This is an optimization exercise on Yosys and OpenROAD, whose aim is small area, a short achievable clock period and few clock cycles per item, not a production implementation. Where RTL was checked, it was by simulation tests only, not by an equivalence proof against the original. No functional check of the RTL was part of runs 2 to 7. Power and IR drop assume default switching activity.

## flow/design.v (module list and top-level ports; edited modules follow where they fit)
// module synBusSatRnd: 113 lines
// module singleDelayWithEnableGeneric: 17 lines
// module synDelayWithEnableGeneric: 291 lines
// module synDelayWithEnable: 18 lines
// module FixedPointMultiplier: 37 lines
// module FixedPointAdder: 36 lines
// module Neuron: 1392 lines
// module FA: 4 lines
// module HAN: 4 lines
module Neuron (
 input clk,
 input GlobalReset,             
 input Input_Valid,             
 input [11:0] Bias,             
 output Idle,
 input [335:0] Row_Wgt,         
 input [27:0] Row_Pix,          
 output Row_Ready,              
 output [18:0] NeuronOutput,
 output OutputReady);
  // ...
==> flow/run.sh <==
#!/bin/bash
# synth_recipe.tcl (not shown) runs the flow's synth.tcl, then flattens the netlist and writes it again
# the make line also repeats each setting of config.mk as NAME=value (left out here)
make -C /OpenROAD-flow-scripts/flow DESIGN_CONFIG=/design/flow/config.mk WORK_HOME=/design/flow/orfs CLKGATE_MAP_FILE= SYNTH_SCRIPT=/design/flow/synth_recipe.tcl finish
==> flow/config.mk <==
export PLATFORM = sky130hd
export DESIGN_NAME = Neuron
export DESIGN_NICKNAME = Neuron
export VERILOG_FILES = /design/flow/design.v
export SDC_FILE = /design/flow/constraint.sdc
export NUM_CORES = 4
export LEC_CHECK = 0
export CAP_MARGIN = 20
export CORE_MARGIN = 2
export CORE_UTILIZATION = 40
export PLACE_DENSITY = 0.6
export SLEW_MARGIN = 20
export SYNTH_HIERARCHICAL = 1
export SYNTH_MINIMUM_KEEP_SIZE = 0
==> flow/constraint.sdc <==
create_clock -name core_clock -period 4.0 [get_ports {clk}]
set_input_delay 0.8000 -clock core_clock [delete_from_list [all_inputs] [get_ports {clk}]]
set_output_delay 0.8000 -clock core_clock [all_outputs]
set_load 0.01 [all_outputs]
==> results.txt, run 1 <==
status=timing/DRC/antenna clean; CP bufs+invs=2; Pwr Total=16.1 mW; placed cells=2090; Final HPWL DP=43200 µm; Arr. time, crit path=3940 ps; Fin. Hold Viols=0; Die H=194 µm; Fin Hold WS=326 ps; first-pass GRT wire length=73700 µm; routed wire length on met2=26300 µm; hold path depth=0; Sw Ratio=0.406; register area=4630 µm²; DRT Wirelength=51100 µm; Fmax=282 MHz; total die area=37600 µm²; number of non-clock buffers=461; Top Consumer=combinational logic; Hold EP=p1_13_2; CP Depth=9; die extent in x=194 µm; layout cells sized above 1=0.0930; RSZ-0062 raised after global routing=no; sw power=6.54 mW; multi-input gate share of total cell area=0.461
Testbench counts, summed over its fixed seeds: cycles 5,960, items 192.
==> run 2: changes to the inputs <==
--- a/flow/design.v
+++ b/flow/design.v
@@ -518,58 +518,54 @@
  output Idle,
  input [335:0] Row_Wgt,         
  input [27:0] Row_Pix,          
  output Row_Ready,              
  output [18:0] NeuronOutput,
  output OutputReady);
 reg busy;
 reg take_r;
-reg first_r;
 reg [5:0] cyc;       
 reg o_OutputReady;
 wire start = Input_Valid & ~busy;
 wire take = start | take_r;
 assign Idle = ~busy;
 assign Row_Ready = take;
 assign OutputReady = o_OutputReady;
+reg [1:0] vld_r;    
 always @(posedge clk or negedge GlobalReset) begin
   if (!GlobalReset) begin
     busy <= 1'b0;
     take_r <= 1'b0;
-    first_r <= 1'b0;
     cyc <= 6'd0;
     o_OutputReady <= 1'b0;
+    vld_r <= 0;
   end else begin
-    first_r <= busy & (cyc == 6'd1);
+    vld_r <= {vld_r[0:0], take};
     if (start) begin
       busy <= 1'b1;
       take_r <= 1'b1;
       cyc <= 6'd1;
       o_OutputReady <= 1'b0;
     end else if (busy) begin
       cyc <= cyc + 6'd1;
       if (cyc == 6'd27)
         take_r <= 1'b0;
       if (cyc == 6'd30) begin
         busy <= 1'b0;
         o_OutputReady <= 1'b1;
       end
     end
   end
 end
-reg [11:0] bias_r;
-always @(posedge clk)
-  if (start)
-    bias_r <= Bias;
 wire [11:0] pp [0:27];
 genvar g;
 generate
 for (g = 0; g < 28; g = g + 1) begin : PP
-  assign pp[g] = ~(Row_Wgt[12*g +: 12] & {12{Row_Pix[g] & take}});
+  assign pp[g] = ~(Row_Wgt[12*g +: 12] & {12{Row_Pix[g]}});
 end
 endgenerate
 wire s0l0_fs0;
 wire s0l0_fc0;
 wire s0l0_fs1;
 wire s0l0_fc1;
 wire s0l0_fs2;
 wire s0l0_fc2;
@@ -1751,18 +1747,18 @@
   p1_13_0 <= s1l2_fc293;
   p1_13_1 <= s1l2_fs294;
   p1_13_2 <= p0_13_3;
   p1_14_0 <= s1l2_fc294;
   p1_14_1 <= s1l2_fs295;
   p1_15_0 <= s1l2_fc295;
 end
 reg [18:0] acc_s, acc_c;
-wire [18:0] as_in = first_r ? ~{7'd0, bias_r} : acc_s;
-wire [18:0] ac_in = first_r ? {19{1'b1}} : acc_c;
+wire [18:0] as_in = acc_s;
+wire [18:0] ac_in = acc_c;
 wire accl0_fs296;
 wire accl0_fc296;
 wire accl0_fs297;
 wire accl0_fc297;
 wire accl0_fs298;
 wire accl0_fc298;
 wire accl0_fs299;
 wire accl0_fc299;
@@ -1888,23 +1884,27 @@
 FA u_accl2_f332 (.a(accl1_fc319), .b(accl1_fs320), .c(ac_in[10]), .s(accl2_fs332), .co(accl2_fc332));
 FA u_accl2_f333 (.a(accl1_fc320), .b(accl1_fs321), .c(ac_in[11]), .s(accl2_fs333), .co(accl2_fc333));
 FA u_accl2_f334 (.a(accl1_fc321), .b(accl1_fs322), .c(ac_in[12]), .s(accl2_fs334), .co(accl2_fc334));
 FA u_accl2_f335 (.a(accl1_fc322), .b(accl1_fs323), .c(ac_in[13]), .s(accl2_fs335), .co(accl2_fc335));
 HAN u_accl2_h1 (.a(accl1_fc323), .b(accl1_fs324), .s(accl2_hs1), .co(accl2_hc1));
 FA u_accl2_f336 (.a(accl1_fc324), .b(accl0_fc310), .c(accl0_fs311), .s(accl2_fs336), .co(accl2_fc336));
 FA u_accl2_f337 (.a(accl1_fc325), .b(as_in[17]), .c(ac_in[17]), .s(accl2_fs337), .co(accl2_fc337));
 HAN u_accl2_h2 (.a(as_in[18]), .b(ac_in[18]), .s(accl2_hs2), .co(accl2_hc2));
-always @(posedge clk) begin
-  acc_s <= {accl2_fc337, accl2_fs337, accl2_fc336, accl2_hc1, accl2_fc335, accl2_fc334, accl2_fc333, accl2_fc332, accl2_fc331, accl2_fc330, accl2_fc329, accl2_fc328, accl2_fc327, accl2_hc0, accl2_fc326, accl2_fs326, accl1_fs312, accl0_fc296, accl0_fs296};
-  acc_c <= {accl2_hs2, 1'b1, accl1_fs325, accl2_fs336, accl2_hs1, accl2_fs335, accl2_fs334, accl2_fs333, accl2_fs332, accl2_fs331, accl2_fs330, accl2_fs329, accl2_fs328, accl2_fs327, accl2_hs0, 1'b1, 1'b1, accl0_fs297, ac_in[0]};
-end
+always @(posedge clk)
+  if (start) begin
+    acc_s <= ~{7'd0, Bias};
+    acc_c <= {19{1'b1}};
+  end else if (vld_r[1]) begin
+    acc_s <= {accl2_fc337, accl2_fs337, accl2_fc336, accl2_hc1, accl2_fc335, accl2_fc334, accl2_fc333, accl2_fc332, accl2_fc331, accl2_fc330, accl2_fc329, accl2_fc328, accl2_fc327, accl2_hc0, accl2_fc326, accl2_fs326, accl1_fs312, accl0_fc296, accl0_fs296};
+    acc_c <= {accl2_hs2, 1'b1, accl1_fs325, accl2_fs336, accl2_hs1, accl2_fs335, accl2_fs334, accl2_fs333, accl2_fs332, accl2_fs331, accl2_fs330, accl2_fs329, accl2_fs328, accl2_fs327, accl2_hs0, 1'b1, 1'b1, accl0_fs297, ac_in[0]};
+  end
 reg [18:0] o_NeuronOutput;
 always @(posedge clk)
-  o_NeuronOutput <= ~acc_s + ~acc_c;
+  o_NeuronOutput <= ~(acc_s + acc_c + 19'd1);
 assign NeuronOutput = o_NeuronOutput;
 endmodule
 module FA (input a, input b, input c, output s, output co);
 assign s = a ^ b ^ c;
 assign co = (a & b) | (a & c) | (b & c);
 endmodule
 module HAN (input a, input b, output s, output co);
 assign s = ~(a ^ b);
==> flow/flow/run.sh (new file) <==
#!/bin/bash
# The standard layout (the standard.sh: standard synthesis, then ORFS to
# finish), with the ports buffered by sky130_fd_sc_hd__buf_1 cells instead of
# the delay buffers buffer_ports picks by default. Make's output goes to
# flow.log; each ORFS step keeps its own log under orfs/logs/.
set -euo pipefail
bash standard.sh "BUFFER_PORTS_ARGS=-buffer_cell sky130_fd_sc_hd__buf_1" finish > flow.log 2>&1
==> flow/standard.sh (new file) <==
#!/bin/bash
# synth_recipe.tcl (not shown) runs the flow's synth.tcl, then flattens the netlist and writes it again
# the make line also repeats each setting of config.mk as NAME=value (left out here)
make -C /OpenROAD-flow-scripts/flow DESIGN_CONFIG=/design/flow/config.mk WORK_HOME=/design/flow/orfs CLKGATE_MAP_FILE= SYNTH_SCRIPT=/design/flow/synth_recipe.tcl "${@:-finish}"
--- a/flow/config.mk
+++ b/flow/config.mk
@@ -4,11 +4,12 @@
 export VERILOG_FILES = /design/flow/design.v
 export SDC_FILE = /design/flow/constraint.sdc
 export NUM_CORES = 4
 export LEC_CHECK = 0
 export CAP_MARGIN = 20
 export CORE_MARGIN = 2
 export CORE_UTILIZATION = 40
 export PLACE_DENSITY = 0.6
+export SETUP_SLACK_MARGIN = 1.3
 export SLEW_MARGIN = 20
 export SYNTH_HIERARCHICAL = 1
 export SYNTH_MINIMUM_KEEP_SIZE = 0
removed: flow/run.sh
==> results.txt, run 2 <==
status=timing/DRC/antenna clean (unchanged); Fin. Hold Viols=0 (unchanged); Core ar.=34500 µm² (was 35600 µm²); first-pass GRT wire length=68400 µm (was 73700 µm); die extent in x=191 µm (was 194 µm); vias per cell=4.93 (was 4.86); routed length per placed instance=23.1 µm (was 23.8 µm); 1st-pass router iterations=5 (was 4); total track usage=0.263 (was 0.272); slowest library cell on the worst path=fa_1 (unchanged); Worst Path Required=4380 ps (was 4400 ps); RSZ-0062 raised after global routing=no (unchanged); peak supply drop=0.000364 V (was 0.000583 V); Arr. time, crit path=3010 ps (was 3940 ps); CTS H-tree lvls=1 (unchanged); PnR worst setup slack=1370 ps (was 458 ps); Fin Clk Skew=21.8 ps (was 20.7 ps); critical path fanouts, max=9 (was 15); DRT iter0 DRCs=584 (was 504); post-route minimum period=2630 ps (was 3540 ps); layout cells sized above 1=0.0498 (was 0.0930); fillcell total=3244 (was 3043); vias in the first global route=11500 (was 12200); Tcrit/Tclk final=0.658 (was 0.885); Sink Count=212 (was 223); gpl congestion=0.954 (was 0.986); Fmax=380 MHz (was 282 MHz); worst skew pair latency=510 ps (was 540 ps); total gr overflow=0 (unchanged); Finished Layout Cells=2029 (was 2146); Final HPWL DP=40500 µm (was 43200 µm); largest registers=acc_s x19, o_NeuronOutput x19, acc_c x15 (unchanged); Final ANT Viol Nets=0 (unchanged); Setup TNS=0 ps (unchanged); nets@finish=2287 (was 2395); Pleak=6.21 nW (was 7.34 nW); CP startpoint kind=primary input (unchanged); worst-margin pin slew=1020 ps (was 975 ps); total die area=36500 µm² (was 37600 µm²); warning count from the yosys run=7 (unchanged); CTS tree=done (unchanged); Critical Path End Type=register (unchanged); Die H=191 µm (was 194 µm); Avg Synthesized Cell Area=12.4 µm² (was 12.0 µm²); antenna violations before repair=9 (was 11); placed cells=1980 (was 2090); Syn Inst Count=1128 (was 1203); drt drc=0 (unchanged); hold buffer count at CTS=0 (unchanged); num rows=68 (was 69); DRT Wirelength=46900 µm (was 51100 µm); most frequent CP cell=fa_1 (unchanged); final core occ=0.491 (was 0.582); Clock transition at path regs=60 ps (about the same); Layout area overhead=21.1% (was 43.3%); Worst R2R Path Depth=5 (was 8); Worst R2R Start=acc_s[2] (was busy); CTS Buffer Depth=3 (unchanged); CP bufs+invs=2 (unchanged); Max stage delay on crit path=610 ps (was 590 ps); vias=10000 (was 10400); largest net degree at the start of global routing=26 (was 33); commonest non-fill, non-tap cell in the layout=buf_1 (was clkdlybuf4s50_1); worst hold path class=in -> async (was reg -> reg); flop2flop setup slack=1730 ps (was 760 ps); CP top delay family=adder cells (unchanged); final-report setup violation count=0 (unchanged); worst setup path startpoint=Row_Pix[24] (was Input_Valid); TritonCTS buffer count=23 (was 26); IO buf count=400 (unchanged); most frequent cells in the layout=buf_1 (396), nand2_1 (378), fa_1 (338) (was clkdlybuf4s50_1 (400), nand2_1 (346), fa_1 (338)); dpl ws=601 ps (was -104 ps); critical path class=in -> reg (unchanged); Initial Util=0.405 (was 0.406); maxcap violations=0 (unchanged); root buffer cell=clkbuf_16 (unchanged); cells along the critical path=buf_1 -> buf_4 -> nand2_1 -> fa_1 -> fa_1 -> fa_1 (was clkdlybuf4s50_1 -> nor2b_1 -> nor2_4 -> nor2b_1 -> buf_4 -> nand2_1 -> fa_1 -> fa_1 -> fa_1); Rel. slew slack=0.323 (was 0.350); worst reg2reg endpoint=acc_s[3] (was p0_2_6); Pwr Density=750 nW/µm² (was 779 nW/µm²); synthesized area=14000 µm² (was 14400 µm²); # IOs=401 (unchanged); Final Max Slew Viols=0 (unchanged)
==> run 2: routing by layer <==
| layer | share of wire | vias up | wire length [µm] | GRT usage |
|---|---|---|---|---|
| li1 | - | 4353 | - | - |
| met1 | 0.40 | 5091 | 18600 | 0.328 |
| met2 | 0.49 | 455 | 23000 | 0.450 |
| met3 | 0.064 | 104 | 3020 | 0.0472 |
| met4 | 0.049 | 4 | 2280 | 0.114 |
| met5 | 0.00058 | - | 27 | 0 |
==> run 2: metrics by stage <==
step,cell area (µm²),power [mW],hold slack [ps]
after floorplan,14000,8.58,310
after global placement,16200,10.4,311
after detailed placement,16200,10.7,313
after CTS,16900,12.9,264
after global routing,17000,14.1,298
final,17000,12.7,262
==> run 2: worst max path at each step <==
stage / end / slack (ps) / cells after the start
after global placement: p0_7_7 / 660 / 6
final: p0_10_7 / 1370 / 6
after CTS: p0_10_7 / 1410 / 6
after global routing: p0_10_7 / 1310 / 6
after detailed placement: p0_0_0 / 600 / 6
after floorplan: p0_10_7 / 1310 / 5
==> run 2: area by class of cell <==
cell class | instances | area (µm²) | area share
timing repair buffer | 431 | 1740 | 0.103
inverter | 21 | 78.8 | 0.00465
tap | 455 | 569 | 0.0336
multi-input combinational | 861 | 9310 | 0.549
antenna | 7 | 17.5 | 0.00103
clock buffer | 31 | 647 | 0.0381
sequential | 212 | 4490 | 0.265
clock inverter | 11 | 111 | 0.00656
==> run 2: power breakdown <==
group	internal (mW)	leakage, nW	total [mW]	switching, mW
Combinational	3.10	4.00	6.67	3.58
Clock	1.27	0.376	2.11	0.846
Sequential	3.34	1.84	3.93	0.589
Total	7.70	6.21	12.7	5.01
==> run 2: worst register-to-register path, stage by stage (launching register included) <==
cell and delay (ps):
edfxtp_1 460, fa_1 430, fa_1 570, fa_1 420, nand2_1 70, o21ai_0 70
==> run 2: repair_timing <==
| action | 4_1_cts | 5_1_grt |
|---|---|---|
| setup buffers | 0 | 0 |
| endpoints found under the setup margin | 57 | 0 |
| resized for setup | 4 | 0 |
==> run 3: changes to the inputs <==
--- a/flow/config.mk
+++ b/flow/config.mk
@@ -9,7 +9,7 @@
 export CORE_MARGIN = 2
 export CORE_UTILIZATION = 40
 export PLACE_DENSITY = 0.6
-export SETUP_SLACK_MARGIN = 1.3
+export SETUP_SLACK_MARGIN = 1.6
 export SLEW_MARGIN = 20
 export SYNTH_HIERARCHICAL = 1
 export SYNTH_MINIMUM_KEEP_SIZE = 0
==> results.txt, run 3 <==
status=timing/DRC/antenna clean (unchanged); Sink Count=212 (unchanged); TritonCTS buffer count=23 (unchanged); hold buffer count at CTS=0 (unchanged); first-pass GRT wire length=69000 µm (was 68400 µm); largest net degree at the start of global routing=33 (was 26); Clock transition at path regs=60 ps (about the same); total track usage=0.266 (was 0.263); Syn Inst Count=1128 (unchanged); Layout area overhead=27.1% (was 21.1%); cells along the critical path=clkbuf_4 -> clkbuf_16 -> nand2_1 -> fa_1 -> fa_2 -> fa_1 (was buf_1 -> buf_4 -> nand2_1 -> fa_1 -> fa_1 -> fa_1); placed instance area=16400 µm² (was 16200 µm²); maxcap violations=0 (unchanged); drt drc=0 (unchanged); DRT Wirelength=51000 µm (was 46900 µm); layout cells sized above 1=0.127 (was 0.0498); Rel. slew slack=0.534 (was 0.323); flop2flop setup slack=1740 ps (was 1730 ps); worst skew pair latency=500 ps (was 510 ps); num rows=68 (unchanged); Avg Synthesized Cell Area=12.4 µm² (unchanged); CP startpoint kind=primary input (unchanged); IO buf count=400 (unchanged); Worst R2R Path Depth=5 (unchanged); Worst R2R Start=acc_s[2] (unchanged); RSZ-0062 raised after global routing=yes (was no); CTS Buffer Depth=3 (unchanged); Fmax=411 MHz (was 380 MHz); total die area=36500 µm² (unchanged); area of the multi-input gates=9580 µm² (was 9310 µm²); CTS H-tree lvls=1 (unchanged); placed cells=1978 (was 1980); routed length per placed instance=25.0 µm (was 23.1 µm); Max stage delay on crit path=600 ps (was 610 ps); Fin Clk Skew=10.7 ps (was 21.8 ps); # IOs=401 (unchanged); Final ANT Viol Nets=0 (unchanged); final-report setup violation count=0 (unchanged); Arr. time, crit path=2810 ps (was 3010 ps); most frequent cells in the layout=buf_1 (378), nand2_1 (324), fa_1 (306) (was buf_1 (396), nand2_1 (378), fa_1 (338)); worst hold path class=in -> async (unchanged); most frequent CP cell=fa_1 (unchanged); nets@finish=2311 (was 2287); Worst Path Required=4380 ps (about the same); Final HPWL DP=39800 µm (was 40500 µm); slowest library cell on the worst path=fa_2 (was fa_1); worst reg2reg endpoint=acc_s[3] (unchanged); fillcell total=3146 (was 3244); vias=10200 (was 10000); worst-margin pin slew=699 ps (was 1020 ps); Pwr Density=718 nW/µm² (was 750 nW/µm²); Core ar.=34500 µm² (unchanged); Die H=191 µm (unchanged); DRT iter0 DRCs=669 (was 584); warning count from the yosys run=7 (unchanged); root buffer cell=clkbuf_16 (unchanged); Initial Util=0.405 (unchanged); Final Max Slew Viols=0 (unchanged); critical path fanouts, max=6 (was 9); Layout Cell Area excl Fill=17800 µm² (was 17000 µm²); Pleak=6.55 nW (was 6.21 nW); 1st-pass router iterations=7 (was 5); die extent in x=191 µm (unchanged); CTS tree=done (unchanged); Finished Layout Cells=2044 (was 2029); gpl congestion=0.944 (was 0.954); final core occ=0.515 (was 0.491); post-route minimum period=2430 ps (was 2630 ps); vias in the first global route=11400 (was 11500); commonest non-fill, non-tap cell in the layout=buf_1 (unchanged); critical path class=in -> reg (unchanged); antenna violations before repair=4 (was 9); Tcrit/Tclk final=0.608 (was 0.658); Fin. Hold Viols=0 (unchanged); synthesized area=14000 µm² (unchanged); register area=4490 µm² (about the same); peak supply drop=0.000450 V (was 0.000364 V); Critical Path End Type=register (unchanged); total gr overflow=0 (unchanged); largest registers=acc_s x19, o_NeuronOutput x19, acc_c x15 (unchanged); vias per cell=5.00 (was 4.93); Setup TNS=0 ps (unchanged)
==> run 3: how the worst max path moves through the flow <==
stage	startpoint	to	slack, ps	cells past startpoint
3_5_place_dp	Row_Pix[14]	p0_5_7	640	6
2_1_floorplan	Row_Pix[8]	p0_2_6	1410	5
4_1_cts	Row_Pix[17]	p0_6_7	1550	6
6_report	Row_Pix[26]	p0_5_7	1570	6
5_1_grt	Row_Pix[21]	p0_6_7	1570	6
3_3_place_gp	Row_Pix[19]	p0_4_7	640	5
==> run 3: worst max-delay path, delay by kind of cell <==
family        cells  cell delay [ps]
fa+ha+maj         3             1560
buf+inv           2              340
simple gates      1               90
==> run 3: final cells by class <==
cell class | count | share of cell area
Antenna cell | 2 | 0.000281
Sequential cell | 212 | 0.252
Inverter | 21 | 0.00443
Clock buffer | 35 | 0.0378
Tap cell | 455 | 0.0320
Clock inverter | 3 | 0.00105
Multi-Input combinational cell | 861 | 0.538
Timing Repair Buffer | 455 | 0.134
==> run 3: stage by stage <==
step	setup slack (ps)	total power, mW	hold slack (ps)
final	1570	12.8	285
after global routing	1570	14.1	309
after detailed placement	638	10.8	313
after floorplan	1410	8.61	310
after global placement	645	10.5	318
after CTS	1550	12.9	282
==> run 3: report_power, final <==
part	leakage (nW)	internal, mW	switching (mW)
combinational	4.38	3.22	3.67
clock	0.338	1.16	0.830
sequential	1.84	3.34	0.575
==> run 3: layer usage <==
| metal | vias to the layer above | share of wire | global-route usage | wire length (µm) |
|---|---|---|---|---|
| met5 | - | 0.00051 | 0 | 26 |
| met4 | 4 | 0.056 | 0.102 | 2870 |
| met3 | 130 | 0.075 | 0.0485 | 3810 |
| met2 | 538 | 0.50 | 0.468 | 25400 |
| met1 | 5170 | 0.37 | 0.326 | 18900 |
| li1 | 4385 | - | - | - |
==> run 3: repair_timing <==
action / 4_1_cts / 5_1_grt
pin swaps: 7 / 37
setup endpoints to repair: 97 / 30
gates cloned: 2 / 10
setup buffers: 9 / 5
gates resized for setup: 67 / 75
==> run 4: changes to the inputs <==
--- a/flow/config.mk
+++ b/flow/config.mk
@@ -8,6 +8,8 @@
 export CAP_MARGIN = 20
 export CORE_MARGIN = 2
 export CORE_UTILIZATION = 40
+export CTS_CLUSTER_DIAMETER = 100
+export CTS_CLUSTER_SIZE = 30
 export PLACE_DENSITY = 0.6
 export SETUP_SLACK_MARGIN = 1.6
 export SLEW_MARGIN = 20
==> results.txt, run 4 <==
vias=10100 (was 10200); PnR worst setup slack=1570 ps (about the same); most frequent cells in the layout=buf_1 (378), nand2_1 (315), fa_1 (306) (was buf_1 (378), nand2_1 (324), fa_1 (306)); # IOs=401 (unchanged); Avg Synthesized Cell Area=12.4 µm² (unchanged); Pleak=6.44 nW (was 6.55 nW); combinational share of power=0.566 (was 0.539); Sequential Power Share=0.322 (was 0.306); clock power share=0.112 (was 0.155); flop2flop setup slack=1740 ps (about the same); Final ANT Viol Nets=0 (unchanged); placed instance area=16400 µm² (unchanged); met3 layer usage reported by global route=0.0430 (was 0.0485); antenna violations before repair=5 (was 4); DRT Wirelength=49900 µm (was 51000 µm); Layout area overhead=25.7% (was 27.1%); worst hold path class=in -> async (unchanged); TritonCTS buffer count=11 (was 23); Initial Util=0.405 (unchanged); Pwr Density=689 nW/µm² (was 718 nW/µm²); first-pass GRT wire length=68000 µm (was 69000 µm); Layout Cell Area excl Fill=17600 µm² (was 17800 µm²); Worst R2R Start=acc_s[2] (unchanged); met1 GRT Util=0.326 (about the same); Rel. slew slack=0.543 (was 0.534); critical path class=in -> reg (unchanged); commonest non-fill, non-tap cell in the layout=buf_1 (unchanged); Fmax=412 MHz (was 411 MHz); worst skew pair latency=470 ps (was 500 ps); 1st-pass router iterations=5 (was 7); Sw Ratio=0.406 (was 0.397); Sink Count=212 (unchanged); Finished Layout Cells=2032 (was 2044); total track usage=0.262 (was 0.266); hold buffer count at CTS=0 (unchanged); routed length per placed instance=24.5 µm (was 25.0 µm); CP startpoint kind=primary input (unchanged); root buffer cell=clkbuf_16 (unchanged); placed cells=1978 (unchanged); register area=4490 µm² (about the same); total die area=36500 µm² (unchanged); Pwr Total=12.1 mW (was 12.8 mW); Fin Clk Skew=18.7 ps (was 10.7 ps); warning count from the yosys run=7 (unchanged); final-report setup violation count=0 (unchanged); Die H=191 µm (unchanged); largest net degree at the start of global routing=33 (unchanged); Fin Hold WS=296 ps (was 285 ps); CTS Buffer Depth=3 (unchanged); Top Usage Layer GRT=met2 (unchanged); die extent in x=191 µm (unchanged); Setup TNS=0 ps (unchanged); vias in the first global route=11200 (was 11400); Fin. Hold Viols=0 (unchanged); layout cells sized above 1=0.129 (was 0.127); vias per cell=4.98 (was 5.00); post-route minimum period=2430 ps (about the same); met2 Track Usage GR=0.465 (was 0.468); total gr overflow=0 (unchanged); IO buf count=400 (unchanged); Clock transition at path regs=120 ps (was 60 ps); Syn Inst Count=1128 (unchanged); CTS H-tree lvls=1 (unchanged); Critical Path End Type=register (unchanged); num rows=68 (unchanged); DRT iter0 DRCs=721 (was 669); Worst Path Required=4360 ps (was 4380 ps); final core occ=0.510 (was 0.515); largest registers=acc_s x19, o_NeuronOutput x19, acc_c x15 (unchanged); Worst R2R Path Depth=5 (unchanged); Arr. time, crit path=2790 ps (was 2810 ps); peak supply drop=0.000442 V (was 0.000450 V); sw power=4.93 mW (was 5.07 mW); drt drc=0 (unchanged); Final HPWL DP=39800 µm (unchanged); nets@finish=2307 (was 2311); synthesized area=14000 µm² (unchanged); Internal Power=7.20 mW (was 7.71 mW); area of the multi-input gates=9600 µm² (was 9580 µm²); Final Max Slew Viols=0 (unchanged); fillcell total=3153 (was 3146); worst-margin pin slew=685 ps (was 699 ps); Core ar.=34500 µm² (unchanged); critical path fanouts, max=5 (was 6); maxcap violations=0 (unchanged); RSZ-0062 raised after global routing=yes (unchanged); CTS tree=done (unchanged); worst reg2reg endpoint=acc_s[3] (unchanged); Tcrit/Tclk final=0.607 (was 0.608); dpl ws=638 ps (unchanged); status=timing/DRC/antenna clean (unchanged); gpl congestion=0.944 (unchanged)
[run 4: cell types whose count changed in the layout (fill, tap and decap cells not counted), moves of 4 or more]
cell and change:
buf_4 +4, buf_6 +4, clkbuf_1 -7, clkbuf_16 -14, nand2_1 -9, nand2_2 +9
[run 4: what timing repair did]
item	CTS	global route
pin swaps	7	59
resized for setup	61	90
setup buffers	13	12
gates cloned	1	8
endpoints found under the setup margin	97	27
[run 4: layer usage]
metal	part of all wire	wire, µm	vias to the layer above
met5	0.00052	26	-
met4	0.049	2430	4
met3	0.065	3250	118
met2	0.50	25200	491
met1	0.38	19000	5141
li1	-	-	4374
[run 4: worst max-delay path, stage by stage]
cell and delay [ps]:
buf_4 120, buf_4 210, nand2_1 110, fa_1 590, fa_1 460, fa_1 490
[run 4: worst max path at each step]
stage / to / cells past startpoint / slack [ps] / start
after global routing: p0_2_6 / 6 / 1570 / Row_Pix[24]
after detailed placement: p0_5_7 / 6 / 640 / Row_Pix[14]
after floorplan: p0_2_6 / 5 / 1410 / Row_Pix[8]
after global placement: p0_4_7 / 5 / 640 / Row_Pix[19]
after CTS: p0_0_0 / 6 / 1570 / Row_Pix[3]
final: p0_2_6 / 6 / 1570 / Row_Pix[3]
[run 4: power by group through the flow]
| stage | Clock [mW] | Combinational (mW) | Sequential [mW] |
|---|---|---|---|
| 3_5_place_dp | 0 | 6.82 | 3.98 |
| 5_1_grt | 1.48 | 7.97 | 4.01 |
| 2_1_floorplan | 0 | 4.76 | 3.86 |
| 4_1_cts | 1.40 | 6.88 | 3.92 |
| 6_report | 1.36 | 6.87 | 3.90 |
| 3_3_place_gp | 0 | 6.51 | 3.96 |
[run 4: cell type report]
type | count | area share
Antenna cell | 3 | 0.000427
Clock buffer | 13 | 0.0161
Clock inverter | 4 | 0.00476
Inverter | 21 | 0.00448
Multi-Input combinational cell | 861 | 0.545
Sequential cell | 212 | 0.255
Tap cell | 455 | 0.0323
Timing Repair Buffer | 463 | 0.142
==> run 5: changes to the inputs <==
--- a/flow/config.mk
+++ b/flow/config.mk
@@ -8,8 +8,9 @@
 export CAP_MARGIN = 20
 export CORE_MARGIN = 2
 export CORE_UTILIZATION = 40
-export CTS_CLUSTER_DIAMETER = 100
-export CTS_CLUSTER_SIZE = 30
+export CTS_BUF_LIST = sky130_fd_sc_hd__clkbuf_8
+export CTS_CLUSTER_DIAMETER = 60
+export CTS_CLUSTER_SIZE = 16
 export PLACE_DENSITY = 0.6
 export SETUP_SLACK_MARGIN = 1.6
 export SLEW_MARGIN = 20
==> results.txt, run 5 <==
Final ANT Viol Nets=0 (unchanged); DRT Wirelength=47300 µm (was 49900 µm); 1st-pass router iterations=4 (was 5); Worst Path Required=4390 ps (was 4360 ps); Critical Path End Type=register (unchanged); IO buf count=400 (unchanged); total die area=36500 µm² (unchanged); most frequent cells in the layout=buf_1 (387), nand2_1 (325), fa_1 (312) (was buf_1 (378), nand2_1 (315), fa_1 (306)); Core ar.=34500 µm² (unchanged); largest net degree at the start of global routing=33 (unchanged); die extent in x=191 µm (unchanged); Setup TNS=0 ps (unchanged); CTS H-tree lvls=1 (unchanged); Fin. Hold Viols=0 (unchanged); Final HPWL DP=39800 µm (unchanged); worst reg2reg endpoint=acc_s[3] (unchanged); Arr. time, crit path=2820 ps (was 2790 ps); post-route minimum period=2430 ps (about the same); Layout area overhead=21.8% (was 25.7%); final-report setup violation count=0 (unchanged); Final Max Slew Viols=0 (unchanged); Pleak=6.21 nW (was 6.44 nW); vias in the first global route=11300 (was 11200); first-pass GRT wire length=67700 µm (was 68000 µm); Die H=191 µm (unchanged); CTS tree=done (unchanged); # IOs=401 (unchanged); Max stage delay on crit path=610 ps (was 590 ps); critical path class=in -> reg (unchanged); Worst R2R Path Depth=5 (unchanged); status=timing/DRC/antenna clean (unchanged); CP top delay family=adder cells (unchanged); layout cells sized above 1=0.103 (was 0.129); slowest library cell on the worst path=fa_1 (unchanged); gpl congestion=0.944 (unchanged); root buffer cell=clkbuf_8 (was clkbuf_16); Fmax=412 MHz (about the same); DRT iter0 DRCs=480 (was 721); routed length per placed instance=23.4 µm (was 24.5 µm); most frequent CP cell=fa_1 (unchanged); antenna violations before repair=5 (unchanged); Rel. slew slack=0.551 (was 0.543); Avg Synthesized Cell Area=12.4 µm² (unchanged); largest registers=acc_s x19, o_NeuronOutput x19, acc_c x15 (unchanged); Fin Clk Skew=20.3 ps (was 18.7 ps); CTS Buffer Depth=3 (unchanged); total gr overflow=0 (unchanged); worst skew pair latency=520 ps (was 470 ps); drt drc=0 (unchanged); flop2flop setup slack=1740 ps (about the same); cells along the critical path=buf_1 -> buf_4 -> nand2_1 -> fa_1 -> fa_1 -> fa_1 (was buf_4 -> buf_4 -> nand2_1 -> fa_1 -> fa_1 -> fa_1); commonest non-fill, non-tap cell in the layout=buf_1 (unchanged); vias per cell=4.89 (was 4.98); warning count from the yosys run=7 (unchanged); worst-margin pin slew=674 ps (was 685 ps); TritonCTS buffer count=18 (was 11); synthesized area=14000 µm² (unchanged); maxcap violations=0 (unchanged); Pwr Density=701 nW/µm² (was 689 nW/µm²); nets@finish=2288 (was 2307); Initial Util=0.405 (unchanged); Sink Count=212 (unchanged); CP startpoint kind=primary input (unchanged); Tcrit/Tclk final=0.607 (about the same); dpl ws=638 ps (unchanged); Syn Inst Count=1128 (unchanged); PnR worst setup slack=1570 ps (about the same); Fin Hold WS=258 ps (was 296 ps); RSZ-0062 raised after global routing=yes (unchanged); fillcell total=3204 (was 3153); critical path fanouts, max=12 (was 5); num rows=68 (unchanged); worst hold path class=in -> async (unchanged); vias=9866 (was 10100); peak supply drop=0.000435 V (was 0.000442 V); Clock transition at path regs=100 ps (was 120 ps); Worst R2R Start=acc_s[2] (unchanged); CP bufs+invs=2 (unchanged); total track usage=0.261 (was 0.262)
[run 5: where the power goes]
| part | leakage [nW] | switching (mW) | internal, mW |
|---|---|---|---|
| registers | 1.84 | 0.573 | 3.33 |
| logic | 4.18 | 3.62 | 3.17 |
| clock network | 0.198 | 0.729 | 0.535 |
[run 5: cell type report]
type	count	area, µm²	area share
tap	455	569	0.0334
sequential	212	4490	0.263
timing repair buffer	437	2020	0.118
clock inverter	9	72.6	0.00425
multi-input combinational	861	9550	0.560
inverter	21	78.8	0.00462
clock buffer	20	275	0.0161
antenna	4	10.0	0.000586
[run 5: per-layer routing]
layer | vias to the layer above | part of all wire | global-route usage
met3 | 100 | 0.054 | 0.0444
met1 | 4988 | 0.40 | 0.324
met5 | - | 0.00055 | 0
met2 | 436 | 0.51 | 0.461
li1 | 4338 | - | -
met4 | 4 | 0.043 | 0.0873
[run 5: through the flow]
| step | cells | utilization | instance area (µm²) | total power [mW] |
|---|---|---|---|---|
| 4_1_cts | 2009 | 0.488 | 16900 | 12.1 |
| 6_report | 2019 | 0.494 | 17100 | 12.0 |
| 3_5_place_dp | 1978 | 0.474 | 16400 | 10.8 |
| 2_1_floorplan | 1130 | - | 14500 | 8.61 |
| 5_1_grt | 2016 | 0.494 | 17100 | 13.3 |
| 3_3_place_gp | 1978 | 0.474 | 16400 | 10.5 |
[run 5: how the worst max path moves through the flow]
stage | startpoint | end | slack [ps] | cells after the start
after floorplan | Row_Pix[8] | p0_2_6 | 1410 | 5
after global placement | Row_Pix[19] | p0_4_7 | 640 | 5
after detailed placement | Row_Pix[14] | p0_5_7 | 640 | 6
after CTS | Row_Pix[26] | p0_5_7 | 1570 | 6
after global routing | Row_Pix[17] | p0_5_7 | 1570 | 6
final | Row_Pix[22] | p0_5_7 | 1570 | 6
[run 5: what timing repair did]
action                                  in CTS  in global routing
hold buffers                                 0                  0
cloned                                       0                  4
buffers inserted                             2                  2
pin swaps                                    1                  4
resized for setup                           44                 25
endpoints found under the setup margin      97                 17
==> run 6: changes to the inputs <==
--- a/flow/config.mk
+++ b/flow/config.mk
@@ -12,7 +12,7 @@
 export CTS_CLUSTER_DIAMETER = 60
 export CTS_CLUSTER_SIZE = 16
 export PLACE_DENSITY = 0.6
-export SETUP_SLACK_MARGIN = 1.6
+export SETUP_SLACK_MARGIN = 1.9
 export SLEW_MARGIN = 20
 export SYNTH_HIERARCHICAL = 1
 export SYNTH_MINIMUM_KEEP_SIZE = 0
==> results.txt, run 6 <==
Core ar.=34500 µm² (unchanged); slowest library cell on the worst path=fa_2 (was fa_1); worst setup path startpoint=Row_Pix[1] (was Row_Pix[22]); critical path fanouts, max=6 (was 12); status=timing/DRC/antenna clean (unchanged); num rows=68 (unchanged); layout cells sized above 1=0.360 (was 0.103); maxcap violations=0 (unchanged); peak supply drop=0.000506 V (was 0.000435 V); flop2flop setup slack=1810 ps (was 1740 ps); Die H=191 µm (unchanged); nets@finish=2333 (was 2288); worst skew pair latency=530 ps (was 520 ps); final-report setup violation count=0 (unchanged); critical path class=in -> reg (unchanged); DRT Wirelength=53800 µm (was 47300 µm); vias per cell=5.08 (was 4.89); fillcell total=2905 (was 3204); Pleak=7.09 nW (was 6.21 nW); CP Capture Point=p0_3_7 (was p0_5_7); gpl congestion=0.975 (was 0.944); total gr overflow=0 (unchanged); drt drc=0 (unchanged); CTS tree=done (unchanged); Max stage delay on crit path=630 ps (was 610 ps); worst-margin pin slew=1030 ps (was 674 ps); Fin. Hold Viols=0 (unchanged); Initial Util=0.405 (unchanged); total die area=36500 µm² (unchanged); Final Max Slew Viols=0 (unchanged); Fin Clk Skew=25.4 ps (was 20.3 ps); Sink Count=212 (unchanged); Fmax=438 MHz (was 412 MHz); worst reg2reg endpoint=acc_c[13] (was acc_s[3]); vias in the first global route=12000 (was 11300); largest net degree at the start of global routing=35 (was 33); Layout area overhead=40.2% (was 21.8%); Worst Path Required=4420 ps (was 4390 ps); commonest non-fill, non-tap cell in the layout=buf_1 (unchanged); Syn Inst Count=1128 (unchanged); Final ANT Viol Nets=0 (unchanged); CTS H-tree lvls=1 (unchanged); TritonCTS buffer count=20 (was 18); warning count from the yosys run=7 (unchanged); routed length per placed instance=26.1 µm (was 23.4 µm); CP startpoint kind=primary input (unchanged); Pwr Density=668 nW/µm² (was 701 nW/µm²); total track usage=0.300 (was 0.261); DRT iter0 DRCs=605 (was 480); 1st-pass router iterations=5 (was 4); largest registers=acc_s x19, o_NeuronOutput x19, acc_c x15 (unchanged); Setup TNS=0 ps (unchanged); Worst R2R Start=p1_13_1 (was acc_s[2]); Worst R2R Path Depth=5 (unchanged); Arr. time, crit path=2700 ps (was 2820 ps); synthesized area=14000 µm² (unchanged); # IOs=401 (unchanged); root buffer cell=clkbuf_8 (unchanged); CTS Buffer Depth=3 (unchanged); cells along the critical path=buf_12 -> buf_12 -> nand2_1 -> fa_2 -> fa_2 -> fa_2 (was buf_1 -> buf_4 -> nand2_1 -> fa_1 -> fa_1 -> fa_1); post-route minimum period=2280 ps (was 2430 ps); Critical Path End Type=register (unchanged); placed cells=1978 (unchanged); Finished Layout Cells=2066 (was 2019); Clock transition at path regs=100 ps (about the same); Pwr Total=13.1 mW (was 12.0 mW); first-pass GRT wire length=76100 µm (was 67700 µm); Tcrit/Tclk final=0.570 (was 0.607); die extent in x=191 µm (unchanged); most frequent cells in the layout=buf_1 (363), fa_2 (198), nand2_1 (189) (was buf_1 (387), nand2_1 (325), fa_1 (312)); worst hold path class=in -> async (unchanged); Avg Synthesized Cell Area=12.4 µm² (unchanged); most frequent CP cell=fa_2 (was fa_1); Final HPWL DP=40400 µm (was 39800 µm); IO buf count=400 (unchanged); vias=10500 (was 9866); RSZ-0062 raised after global routing=yes (unchanged); antenna violations before repair=4 (was 5); Rel. slew slack=0.310 (was 0.551)
## run 6: routing by layer
| metal | vias to the layer above | wire length [µm] | track usage |
|---|---|---|---|
| met3 | 137 | 3580 | 0.0551 |
| met4 | 2 | 2870 | 0.131 |
| li1 | 4448 | - | - |
| met5 | - | 14 | 0 |
| met1 | 5372 | 20300 | 0.363 |
| met2 | 527 | 27100 | 0.524 |
## run 6: how the worst min path moves through the flow
stage	start	end	slack (ps)	cells after the start
after floorplan	p0_0_0	p1_0_0	310	0
after global placement	p0_13_3	p1_13_2	320	0
after detailed placement	p0_2_7	p1_2_1	320	0
after CTS	GlobalReset	vld_r[1]	230	1
after global routing	GlobalReset	vld_r[1]	260	1
final	GlobalReset	vld_r[1]	240	1
## run 6: metrics by stage
stage	util	hold WS [ps]	area, µm²	setup WS [ps]
after global routing	0.568	257	19600	1720
after detailed placement	0.485	317	16700	610
after global placement	0.485	317	16700	659
after CTS	0.550	227	19000	1760
final	0.568	241	19600	1720
after floorplan	-	310	14900	1410
## run 6: worst max-delay path: cells and delay by family
kind / cells / cell delay [ps]
buffers and inverters: 2 / 250
and+or+nand+nor: 1 / 100
adders and majority gates: 3 / 1540
## run 6: area by class of cell
class,count,area (µm²),share of cell area
Sequential cell,212,4510,0.230
Inverter,21,78.8,0.00402
Timing Repair Buffer,480,3220,0.164
Antenna cell,3,7.51,0.000382
Multi-Input combinational cell,861,10800,0.551
Clock buffer,21,289,0.0147
Clock inverter,13,138,0.00701
Tap cell,455,569,0.0290
## run 6: report_power, final
part / switching, mW / internal, mW
Combinational: 3.94 / 3.75
Clock: 0.797 / 0.642
Sequential: 0.630 / 3.35
## run 6: repair_timing
item | in CTS | in global routing
cloned | 20 | 0
hold buffers | 0 | 0
pin swaps | 162 | 119
setup buffers | 18 | 13
endpoints found under the setup margin | 143 | 84
gates resized for setup | 425 | 145
==> run 7: changes to the inputs <==
--- a/flow/config.mk
+++ b/flow/config.mk
@@ -8,11 +8,11 @@
 export CAP_MARGIN = 20
 export CORE_MARGIN = 2
 export CORE_UTILIZATION = 40
-export CTS_BUF_LIST = sky130_fd_sc_hd__clkbuf_8
-export CTS_CLUSTER_DIAMETER = 60
-export CTS_CLUSTER_SIZE = 16
+export CTS_BUF_LIST = sky130_fd_sc_hd__clkbuf_4
+export CTS_CLUSTER_DIAMETER = 40
+export CTS_CLUSTER_SIZE = 10
 export PLACE_DENSITY = 0.6
-export SETUP_SLACK_MARGIN = 1.9
+export SETUP_SLACK_MARGIN = 1.6
 export SLEW_MARGIN = 20
 export SYNTH_HIERARCHICAL = 1
 export SYNTH_MINIMUM_KEEP_SIZE = 0
==> results.txt, run 7 <==
vias per cell=4.92 (was 5.08); nets@finish=2301 (was 2333); largest registers=acc_s x19, o_NeuronOutput x19, acc_c x15 (unchanged); Fin Clk Skew=34.5 ps (was 25.4 ps); Finished Layout Cells=2047 (was 2066); total track usage=0.263 (was 0.300); Syn Inst Count=1128 (unchanged); placed cells=1978 (unchanged); Worst R2R Path Depth=5 (unchanged); Max stage delay on crit path=590 ps (was 630 ps); combinational share of power=0.539 (was 0.587); largest net degree at the start of global routing=33 (was 35); CP bufs+invs=2 (unchanged); Fin Hold WS=165 ps (was 241 ps); status=timing/DRC/antenna clean (unchanged); warning count from the yosys run=7 (unchanged); DRT Wirelength=47000 µm (was 53800 µm); final core occ=0.497 (was 0.568); Pleak=6.28 nW (was 7.09 nW); antenna violations before repair=8 (was 4); RSZ-0062 raised after global routing=yes (unchanged); cells along the critical path=buf_1 -> buf_4 -> nand2_1 -> fa_1 -> fa_1 -> fa_1 (was buf_12 -> buf_12 -> nand2_1 -> fa_2 -> fa_2 -> fa_2); post-route minimum period=2430 ps (was 2280 ps); Final HPWL DP=39800 µm (was 40400 µm); most frequent cells in the layout=buf_1 (390), nand2_1 (326), fa_1 (317) (was buf_1 (363), fa_2 (198), nand2_1 (189)); vias in the first global route=11400 (was 12000); sw power=5.00 mW (was 5.37 mW); flop2flop setup slack=1740 ps (was 1810 ps); gpl congestion=0.944 (was 0.975); hold buffer count at CTS=0 (unchanged); most frequent CP cell=fa_1 (was fa_2); vias=10100 (was 10500); slowest library cell on the worst path=fa_1 (was fa_2); 1st-pass router iterations=5 (unchanged); first-pass GRT wire length=68000 µm (was 76100 µm); Fin. Hold Viols=0 (unchanged); Final ANT Viol Nets=0 (unchanged); Die H=191 µm (unchanged); layout cells sized above 1=0.117 (was 0.360); root buffer cell=clkbuf_4 (was clkbuf_8); CTS Buffer Depth=3 (unchanged); synthesized area=14000 µm² (unchanged); CTS tree=done (unchanged); Final Max Slew Viols=0 (unchanged); worst hold path class=in -> async (unchanged); worst skew pair latency=610 ps (was 530 ps); critical path fanouts, max=12 (was 6); Initial Util=0.405 (unchanged); die extent in x=191 µm (unchanged); Clock transition at path regs=90 ps (was 100 ps); worst-margin pin slew=693 ps (was 1030 ps); Sink Count=212 (unchanged); commonest non-fill, non-tap cell in the layout=buf_1 (unchanged); maxcap violations=0 (unchanged); critical path class=in -> reg (unchanged); routed length per placed instance=22.9 µm (was 26.1 µm); DRT iter0 DRCs=513 (was 605); Worst R2R Start=acc_s[2] (was p1_13_1); Fmax=412 MHz (was 438 MHz); IO buf count=400 (unchanged); clock power share=0.149 (was 0.110); final-report setup violation count=0 (unchanged); total die area=36500 µm² (unchanged); Tcrit/Tclk final=0.607 (was 0.570); Worst Path Required=4460 ps (was 4420 ps); Core ar.=34500 µm² (unchanged); peak supply drop=0.000377 V (was 0.000506 V); Rel. slew slack=0.538 (was 0.310); CTS H-tree lvls=2 (was 1); total gr overflow=0 (unchanged); Layout area overhead=22.4% (was 40.2%); CP startpoint kind=primary input (unchanged); Arr. time, crit path=2890 ps (was 2700 ps); Sequential Power Share=0.312 (was 0.304); Critical Path End Type=register (unchanged); Internal Power=7.51 mW (was 7.74 mW); num rows=68 (unchanged); drt drc=0 (unchanged); Setup TNS=0 ps (unchanged); # IOs=401 (unchanged); Avg Synthesized Cell Area=12.4 µm² (unchanged); TritonCTS buffer count=35 (was 20); CP top delay family=adder cells (unchanged); worst reg2reg endpoint=acc_s[3] (was acc_c[13]); Pwr Density=729 nW/µm² (was 668 nW/µm²); Sw Ratio=0.400 (was 0.410)
[run 7: timing repair]
action	CTS	global route
gates resized for setup	19	14
gates cloned	0	1
setup endpoints to repair	97	12
buffers inserted	2	1
[run 7: worst max-delay path by stage]
stage | from | endpoint | slack (ps) | cells after the start
3_5_place_dp | Row_Pix[14] | p0_5_7 | 640 | 6
6_report | Row_Pix[3] | p0_0_0 | 1570 | 6
2_1_floorplan | Row_Pix[8] | p0_2_6 | 1410 | 5
5_1_grt | busy | Row_Ready | 1600 | 5
4_1_cts | busy | Row_Ready | 1520 | 5
3_3_place_gp | Row_Pix[19] | p0_4_7 | 640 | 5
[run 7: layout make-up]
class                      count  area [µm²]
timing repair buffer         433        1830
inverter                      21        78.8
sequential                   212        4490
clock buffer                  47         353
tap                          455         569
fill                        3238       17400
antenna                        4        10.0
clock inverter                14         269
multi-input combinational    861        9550
[run 7: power groups by stage]
stage | Combinational, mW | Clock, mW | Sequential [mW]
final | 6.74 | 1.86 | 3.90
after floorplan | 4.76 | 0 | 3.86
after detailed placement | 6.82 | 0 | 3.98
after CTS | 6.84 | 1.92 | 3.92
after global routing | 7.86 | 2.02 | 4.02
after global placement | 6.51 | 0 | 3.96
[run 7: per-layer routing]
metal / GRT usage / share of wire / up-vias
met5: 0 / 0.0010 / -
met4: 0.0891 / 0.037 / 8
met3: 0.0483 / 0.059 / 107
met2: 0.463 / 0.51 / 437
met1: 0.326 / 0.40 / 5131
li1: - / - / 4387
[run 7: stage by stage]
stage	total power, mW	setup WS, ps	area [µm²]
CTS	12.7	1520	17100
floorplan	8.61	1410	14500
global placement	10.5	645	16400
global route	13.9	1600	17100
finish	12.5	1570	17200
detailed placement	10.8	638	16400

what the ideal ports hide:
The results above use ideal ports. As a check the final layouts listed here were re-extracted and re-timed, cells and wires unchanged. Step 1, drivers: a clkbuf_16 drives clk and a buf_2 each remaining input, both assumed. Step 2, shift: input delay + t, output delay - t, t = (earliest + latest rising clock arrival at the registers) / 2. This alone moves slack from input paths to output paths. a / b / c = ideal ports / drivers / drivers and shift; a / b = the first two.
run | t (ns) | slack for setup (ns) | worst data-port slew with drivers (ns) | cell pins on the clock port's net
run 1 | 0.581 | 0.458 / 0.487 / -0.094 | 0.14 | 1
run 2 | 0.550 | 1.369 / 1.388 / 0.837 | 0.12 | 1
run 3 | 0.543 | 1.568 / 1.578 / 1.035 | 0.09 | 1
run 4 | 0.510 | 1.574 / 1.596 / 1.086 | 0.09 | 1
run 5 | 0.555 | 1.570 / 1.592 / 1.036 | 0.09 | 1
run 6 | 0.568 | 1.718 / 1.702 / 1.134 | 0.11 | 1
run 7 | 0.633 | 1.574 / 1.588 / 0.955 | 0.09 | 1
With both steps, setup timing fails in run 1, where it was met with ideal ports. The setup slack of run 7, which loses most, moves by +0.014 ns with the drivers and by -0.619 ns with both steps.
